Background: an optimization exercise with open tools, aiming at small area, a short achievable clock period and few clock cycles. Do not read the settings as production practice.
Only simulation tests tie the RTL to the original design; equivalence was not proved.
Power is estimated from default activity; no workload was simulated.

== run 1 ==
==> flow/design.v <==
module reg_file(
    input  logic        clk, reset,
    input  logic        we,
    input  logic [4:0]  waddr,
    input  logic [31:0] wdata,
    input  logic [4:0]  raddr1, raddr2,
    output logic [31:0] rdata1, rdata2
);
logic [31:0] regs [1:31];
logic [31:1] vld;
always_ff @(posedge clk) begin
    for (int k = 1; k < 32; k++)
        if (we && waddr == k) regs[k] <= wdata;
end
always_ff @(posedge clk or posedge reset) begin
    if (reset) vld <= '0;
    else for (int k = 1; k < 32; k++)
        if (we && waddr == k) vld[k] <= 1'b1;
end
always_comb begin
    rdata1 = '0;
    rdata2 = '0;
    for (int k = 1; k < 32; k++) begin
        rdata1 = rdata1 | ({32{vld[k] && raddr1 == k}} & regs[k]);
        rdata2 = rdata2 | ({32{vld[k] && raddr2 == k}} & regs[k]);
    end
end
endmodule
module Top_module(
    input  logic        clk, reset,
    output logic [31:0] imem_addr,
    input  logic [31:0] imem_rdata,
    output logic [31:0] dmem_addr,
    output logic [31:0] dmem_wdata,
    output logic        dmem_we,
    input  logic [31:0] dmem_rdata
);
localparam logic [4:0] OP_LOAD = 5'b00000, OP_IMM = 5'b00100, OP_AUIPC = 5'b00101,
                       OP_STORE = 5'b01000, OP_REG = 5'b01100, OP_LUI = 5'b01101,
                       OP_BRANCH = 5'b11000, OP_JALR = 5'b11001, OP_JAL = 5'b11011;
logic [31:2] pc_f;                   
logic        x_valid;
logic [31:2] x_pc;
logic        x_seq;                  
logic [31:0] x_rs1v, x_rs2v;         
logic [31:0] x_imm;                  
logic [4:0]  x_rd;
logic [2:0]  x_f3;
logic        x_i30, x_useimm, x_sub, x_regwe;
logic        x_load, x_store, x_br, x_jal, x_jalr, x_lui, x_auipc, x_alu;
logic        m_regwe, m_load, m_store;
logic [4:0]  m_rd;
logic [31:0] m_res, m_wdata;
logic [31:0] wb_data;
assign wb_data    = m_load ? dmem_rdata : m_res;
assign dmem_addr  = m_res;
assign dmem_wdata = m_wdata;
assign dmem_we    = m_store;
logic [31:0] inst_f, imm_f;
logic [4:0]  rs1_f, rs2_f, rd_f, op_f;
logic [2:0]  f3_f;
logic        use1_f, use2_f;
logic        load_f, store_f, br_f, jal_f, jalr_f, lui_f, auipc_f, reg_f, opimm_f;
logic [31:0] rf_rd1, rf_rd2, rd1_f, rd2_f;
assign imem_addr = {pc_f, 2'b00};
assign inst_f    = imem_rdata;
assign rs1_f     = inst_f[19:15];
assign rs2_f     = inst_f[24:20];
assign rd_f      = inst_f[11:7];
assign op_f      = inst_f[6:2];
assign f3_f      = inst_f[14:12];
assign load_f    = op_f == OP_LOAD;
assign store_f   = op_f == OP_STORE;
assign br_f      = op_f == OP_BRANCH;
assign jal_f     = op_f == OP_JAL;
assign jalr_f    = op_f == OP_JALR;
assign lui_f     = op_f == OP_LUI;
assign auipc_f   = op_f == OP_AUIPC;
assign reg_f     = op_f == OP_REG;
assign opimm_f   = op_f == OP_IMM;
assign use1_f    = !(lui_f || auipc_f || jal_f);
assign use2_f    = reg_f || store_f || br_f;
always_comb begin
    if (store_f)               imm_f = {{20{inst_f[31]}}, inst_f[31:25], inst_f[11:7]};
    else if (br_f)             imm_f = {{19{inst_f[31]}}, inst_f[31], inst_f[7], inst_f[30:25], inst_f[11:8], 1'b0};
    else if (lui_f || auipc_f) imm_f = {inst_f[31:12], 12'b0};
    else if (jal_f)            imm_f = {{11{inst_f[31]}}, inst_f[31], inst_f[19:12], inst_f[20], inst_f[30:21], 1'b0};
    else                       imm_f = {{20{inst_f[31]}}, inst_f[31:20]};
end
reg_file u_reg_file(
    .clk(clk), .reset(reset),
    .we(m_regwe), .waddr(m_rd), .wdata(wb_data),
    .raddr1(rs1_f), .raddr2(rs2_f),
    .rdata1(rf_rd1), .rdata2(rf_rd2)
);
assign rd1_f = (m_regwe && m_rd == rs1_f) ? wb_data : rf_rd1;
assign rd2_f = (m_regwe && m_rd == rs2_f) ? wb_data : rf_rd2;
logic [31:0] a, b, op2, op2x, sum, sh_in, sh_out, alu_res, tgt, result;
logic [32:0] sum33, diff33;
logic [32:0] sh_ext;
logic        eq, lt, ltu, blt, bltu, cond, taken, redirect, left, fill;
logic [31:2] redirect_pc;
assign a   = x_rs1v;
assign b   = x_rs2v;
assign op2 = x_useimm ? x_imm : b;
assign op2x  = x_sub ? ~op2 : op2;
assign sum33 = {1'b0, a} + {1'b0, op2x} + {32'b0, x_sub};
assign sum   = sum33[31:0];
assign ltu   = !sum33[32];
assign lt    = (a[31] != op2[31]) ? a[31] : sum[31];
assign diff33 = {1'b0, a} + {1'b0, ~b} + 33'd1;
assign bltu   = !diff33[32];
assign blt    = (a[31] != b[31]) ? a[31] : diff33[31];
assign eq     = (a == b);
function automatic logic [31:0] rev32(input logic [31:0] v);
    for (int k = 0; k < 32; k++) rev32[k] = v[31 - k];
endfunction
assign left   = !x_f3[2];
assign fill   = x_i30 && a[31] && !left;
assign sh_in  = left ? rev32(a) : a;
assign sh_ext = $signed({fill, sh_in}) >>> op2[4:0];
assign sh_out = left ? rev32(sh_ext[31:0]) : sh_ext[31:0];
always_comb begin
    case (x_f3)
        3'b000: alu_res = sum;
        3'b001: alu_res = sh_out;
        3'b010: alu_res = {31'b0, lt};
        3'b011: alu_res = {31'b0, ltu};
        3'b100: alu_res = a ^ op2;
        3'b101: alu_res = sh_out;
        3'b110: alu_res = a | op2;
        default: alu_res = a & op2;
    endcase
end
assign tgt = {x_pc, 2'b00} + x_imm;
always_comb begin
    case (x_f3)
        3'b000: cond = eq;
        3'b001: cond = !eq;
        3'b100: cond = blt;
        3'b101: cond = !blt;
        3'b110: cond = bltu;
        3'b111: cond = !bltu;
        default: cond = 1'b0;
    endcase
end
assign taken       = x_jalr || ((x_jal || (x_br && cond)) && !x_seq);
assign redirect    = x_valid && taken;
assign redirect_pc = x_jalr ? sum[31:2] : tgt[31:2];
always_comb begin
    if (x_lui)                result = x_imm;
    else if (x_auipc)         result = tgt;
    else if (x_jal || x_jalr) result = {pc_f, 2'b00};
    else if (x_alu)           result = alu_res;
    else                      result = sum;
end
logic stall, fwd1_n, fwd2_n;
assign fwd1_n = x_valid && x_regwe && x_rd == rs1_f;
assign fwd2_n = x_valid && x_regwe && x_rd == rs2_f;
assign stall  = x_load && ((fwd1_n && use1_f) || (fwd2_n && use2_f));
always_ff @(posedge clk or posedge reset) begin
    if (reset) begin
        pc_f    <= '0;
        x_valid <= 1'b0;
        m_regwe <= 1'b0;
        m_load  <= 1'b0;
        m_store <= 1'b0;
    end else begin
        pc_f    <= redirect ? redirect_pc : (stall ? pc_f : pc_f + 30'd1);
        x_valid <= !redirect && !stall;
        m_regwe <= x_valid && x_regwe;
        m_load  <= x_valid && x_load;
        m_store <= x_valid && x_store;
    end
end
always_ff @(posedge clk) begin
    x_pc    <= pc_f;
    x_seq   <= (br_f  && imm_f[12:2] == 11'd1) ||
               (jal_f && imm_f[20:2] == 19'd1);
    x_rs1v  <= fwd1_n ? result : rd1_f;
    x_rs2v  <= fwd2_n ? result : rd2_f;
    x_imm   <= imm_f;
    x_rd    <= rd_f;
    x_f3    <= f3_f;
    x_i30   <= inst_f[30];
    x_useimm <= !(reg_f || br_f);
    x_sub   <= (reg_f && f3_f == 3'b000 && inst_f[30]) ||
               ((reg_f || opimm_f) && (f3_f == 3'b010 || f3_f == 3'b011));
    x_regwe <= (rd_f != 5'd0) && (load_f || reg_f || opimm_f || lui_f || auipc_f || jal_f || jalr_f);
    x_load  <= load_f;
    x_store <= store_f;
    x_br    <= br_f;
    x_jal   <= jal_f;
    x_jalr  <= jalr_f;
    x_lui   <= lui_f;
    x_auipc <= auipc_f;
    x_alu   <= reg_f || opimm_f;
    m_rd    <= x_rd;
    m_res   <= result;
    m_wdata <= b;
end
endmodule
clock: 12.0 ns
lec_check: 0
cap_margin: 20
core_margin: 2
core_utilization: 35
cts_buf_list: sky130_fd_sc_hd__clkbuf_8
place_density: 0.55
setup_slack_margin: 0.4
slew_margin: 20
standard.sh (not shown) runs the stock make flow with config.mk's settings and CLKGATE_MAP_FILE= SYNTH_SCRIPT=/design/flow/synth_recipe.tcl, a recipe that flattens the netlist after the stock synthesis.
==> flow/flow/run.sh <==
#!/bin/bash
set -euo pipefail
MARGIN=$(cat flow/margin.txt)
bash standard.sh SETUP_SLACK_MARGIN=$MARGIN finish > standard_finish.log 2>&1 || { tail -50 standard_finish.log; exit 1; }
tail -5 standard_finish.log
==> flow/flow/margin.txt <==
8
Run 1: done, clean on timing, DRC and antenna
Testbench counts of run 1, summed over its fixed seeds: cycles 110,643.
The following lists how run 2 was set up differently from run 1:
# run 1
export LEC_CHECK = 0
export CAP_MARGIN = 20
export CORE_MARGIN = 2
export CORE_UTILIZATION = 35
export CTS_BUF_LIST = sky130_fd_sc_hd__clkbuf_8
export PLACE_DENSITY = 0.55
export SETUP_SLACK_MARGIN = 0.4
export SLEW_MARGIN = 20
create_clock -name core_clock -period 12.0 [get_ports {clk}]
# run 2
export LEC_CHECK = 0
export CAP_MARGIN = 20
export CORE_MARGIN = 2
export CORE_UTILIZATION = 45
export CTS_BUF_LIST = sky130_fd_sc_hd__clkbuf_8
export PLACE_DENSITY = 0.62
export SETUP_SLACK_MARGIN = 0.4
export SLEW_MARGIN = 20
create_clock -name core_clock -period 12.0 [get_ports {clk}]
First-iteration DRC count in run 2 is 1070 higher than in run 1
Run comparison: run 2 standard cell with the maximum stage delay on the critical path and3_4; run 1 standard cell with the maximum stage delay on the critical path nor3_1
Comparing the two runs side by side, run 2 comes out ahead of run 1 on power.
The via count of the first global-routing pass in run 2 was higher than what run 1 gave.
Diff run 1 -> run 2 | sequential cell area share | increase of 0.36 points
Compared to run 1, run 2 shows a wider setup margin.
Run 2 vs. run 1: hold slack now sits lower; share of the cycle needed by the critical path after routing decreased by 0.33 points relative to the old numbers; sequential-cell power consumption level; fraction of power spent switching nets decreased by 0.18 points relative to the old numbers; maximum clock frequency rose 0.95%.
#### Input delta (run 3 over run 2)
# run 2
export LEC_CHECK = 0
export CAP_MARGIN = 20
export CORE_MARGIN = 2
export CORE_UTILIZATION = 45
export CTS_BUF_LIST = sky130_fd_sc_hd__clkbuf_8
export PLACE_DENSITY = 0.62
export SETUP_SLACK_MARGIN = 0.4
export SLEW_MARGIN = 20
create_clock -name core_clock -period 12.0 [get_ports {clk}]
# run 3
export LEC_CHECK = 0
export CAP_MARGIN = 20
export CORE_MARGIN = 2
export CORE_UTILIZATION = 35
export CTS_BUF_LIST = sky130_fd_sc_hd__clkbuf_8
export PLACE_DENSITY = 0.55
export SETUP_SLACK_MARGIN = 0.4
export SLEW_MARGIN = 20
create_clock -name core_clock -period 12.0 [get_ports {clk}]
==> flow/flow/margin.txt <==
7.75
### Flow results
Of run 3 and run 2, it is run 3 that has the higher time the final worst path needs with I/O delays and setup. Re data required time of the worst path: run 3 is 40 ps down on run 2. NOTE: number of cells after detailed placement in run 3 exceeds that of run 2. Against run 2, run 3 reports a fraction of area in registers that is higher. On global-route wire length before repair: run 3 sits above run 2. Core utilization, run 2 and run 3: lower on run 3. Non-clock buffer count: run 3 vs run 2 down 97. Side by side, share of cell area taken by multi-input logic gates turned out lower in run 3 than in run 2. Run 2 -> run 3: final total power flat. Wire: run 3 routes more than run 2.
[inputs] run 4 vs run 3
# run 3
export LEC_CHECK = 0
export CAP_MARGIN = 20
export CORE_MARGIN = 2
export CORE_UTILIZATION = 35
export CTS_BUF_LIST = sky130_fd_sc_hd__clkbuf_8
export PLACE_DENSITY = 0.55
export SETUP_SLACK_MARGIN = 0.4
export SLEW_MARGIN = 20
create_clock -name core_clock -period 12.0 [get_ports {clk}]
# run 4
export LEC_CHECK = 0
export CAP_MARGIN = 20
export CORE_MARGIN = 2
export CORE_UTILIZATION = 40
export CTS_BUF_LIST = sky130_fd_sc_hd__clkbuf_8
export PLACE_DENSITY = 0.6
export SETUP_SLACK_MARGIN = 0.4
export SLEW_MARGIN = 20
create_clock -name core_clock -period 12.0 [get_ports {clk}]
==> flow/flow/margin.txt <==
8
Results
Of run 3 and run 4, run 4 shows the higher depth of the most critical reg-to-reg path, with run 3 below it. For area taken by flip-flops and latches, run 4 and run 3 come out practically identical. Combinational power: run 4 > run 3. Share of layout cells above drive strength 1 up 6.5 points in run 4 wrt run 3.

==> re-timing with driven ports <==
In the flow no input, the clock included, has a driving cell. The finished layouts below were timed again as built, in two steps. Step 1 sets driving cells, clkbuf_16 on the clock port and buf_2 on the other inputs (assumed; they add their load-dependent delay and slew). Step 2 also shifts input and output timing later by t, the mid clock arrival at the registers, as if the neighbouring blocks saw the same clock. a / b / c = no drivers / after step 1 / after step 2; a / b = the first two.
run | shift t [ns] | setup WS [ns] | worst hold slack (ns) | latest minus earliest clock arrival (ns)
run 1 | 1.052 | 7.818 / 7.878 / 6.826 | 0.404 / 0.404 / 0.404 | 0.091 / 0.091
run 2 | 1.023 | 7.857 / 7.903 / 6.881 | 0.400 / 0.400 / 0.400 | 0.074 / 0.074
run 3 | 1.063 | 7.692 / 7.702 / 6.668 | 0.410 / 0.410 / 0.410 | 0.084 / 0.083
run 4 | 1.016 | 7.866 / 7.894 / 6.878 | 0.392 / 0.392 / 0.392 | 0.090 / 0.089
After both steps setup and hold are still met in every run listed. The setup slack of run 3, which loses most, moves by +0.010 ns with the drivers and by -1.024 ns with both steps.
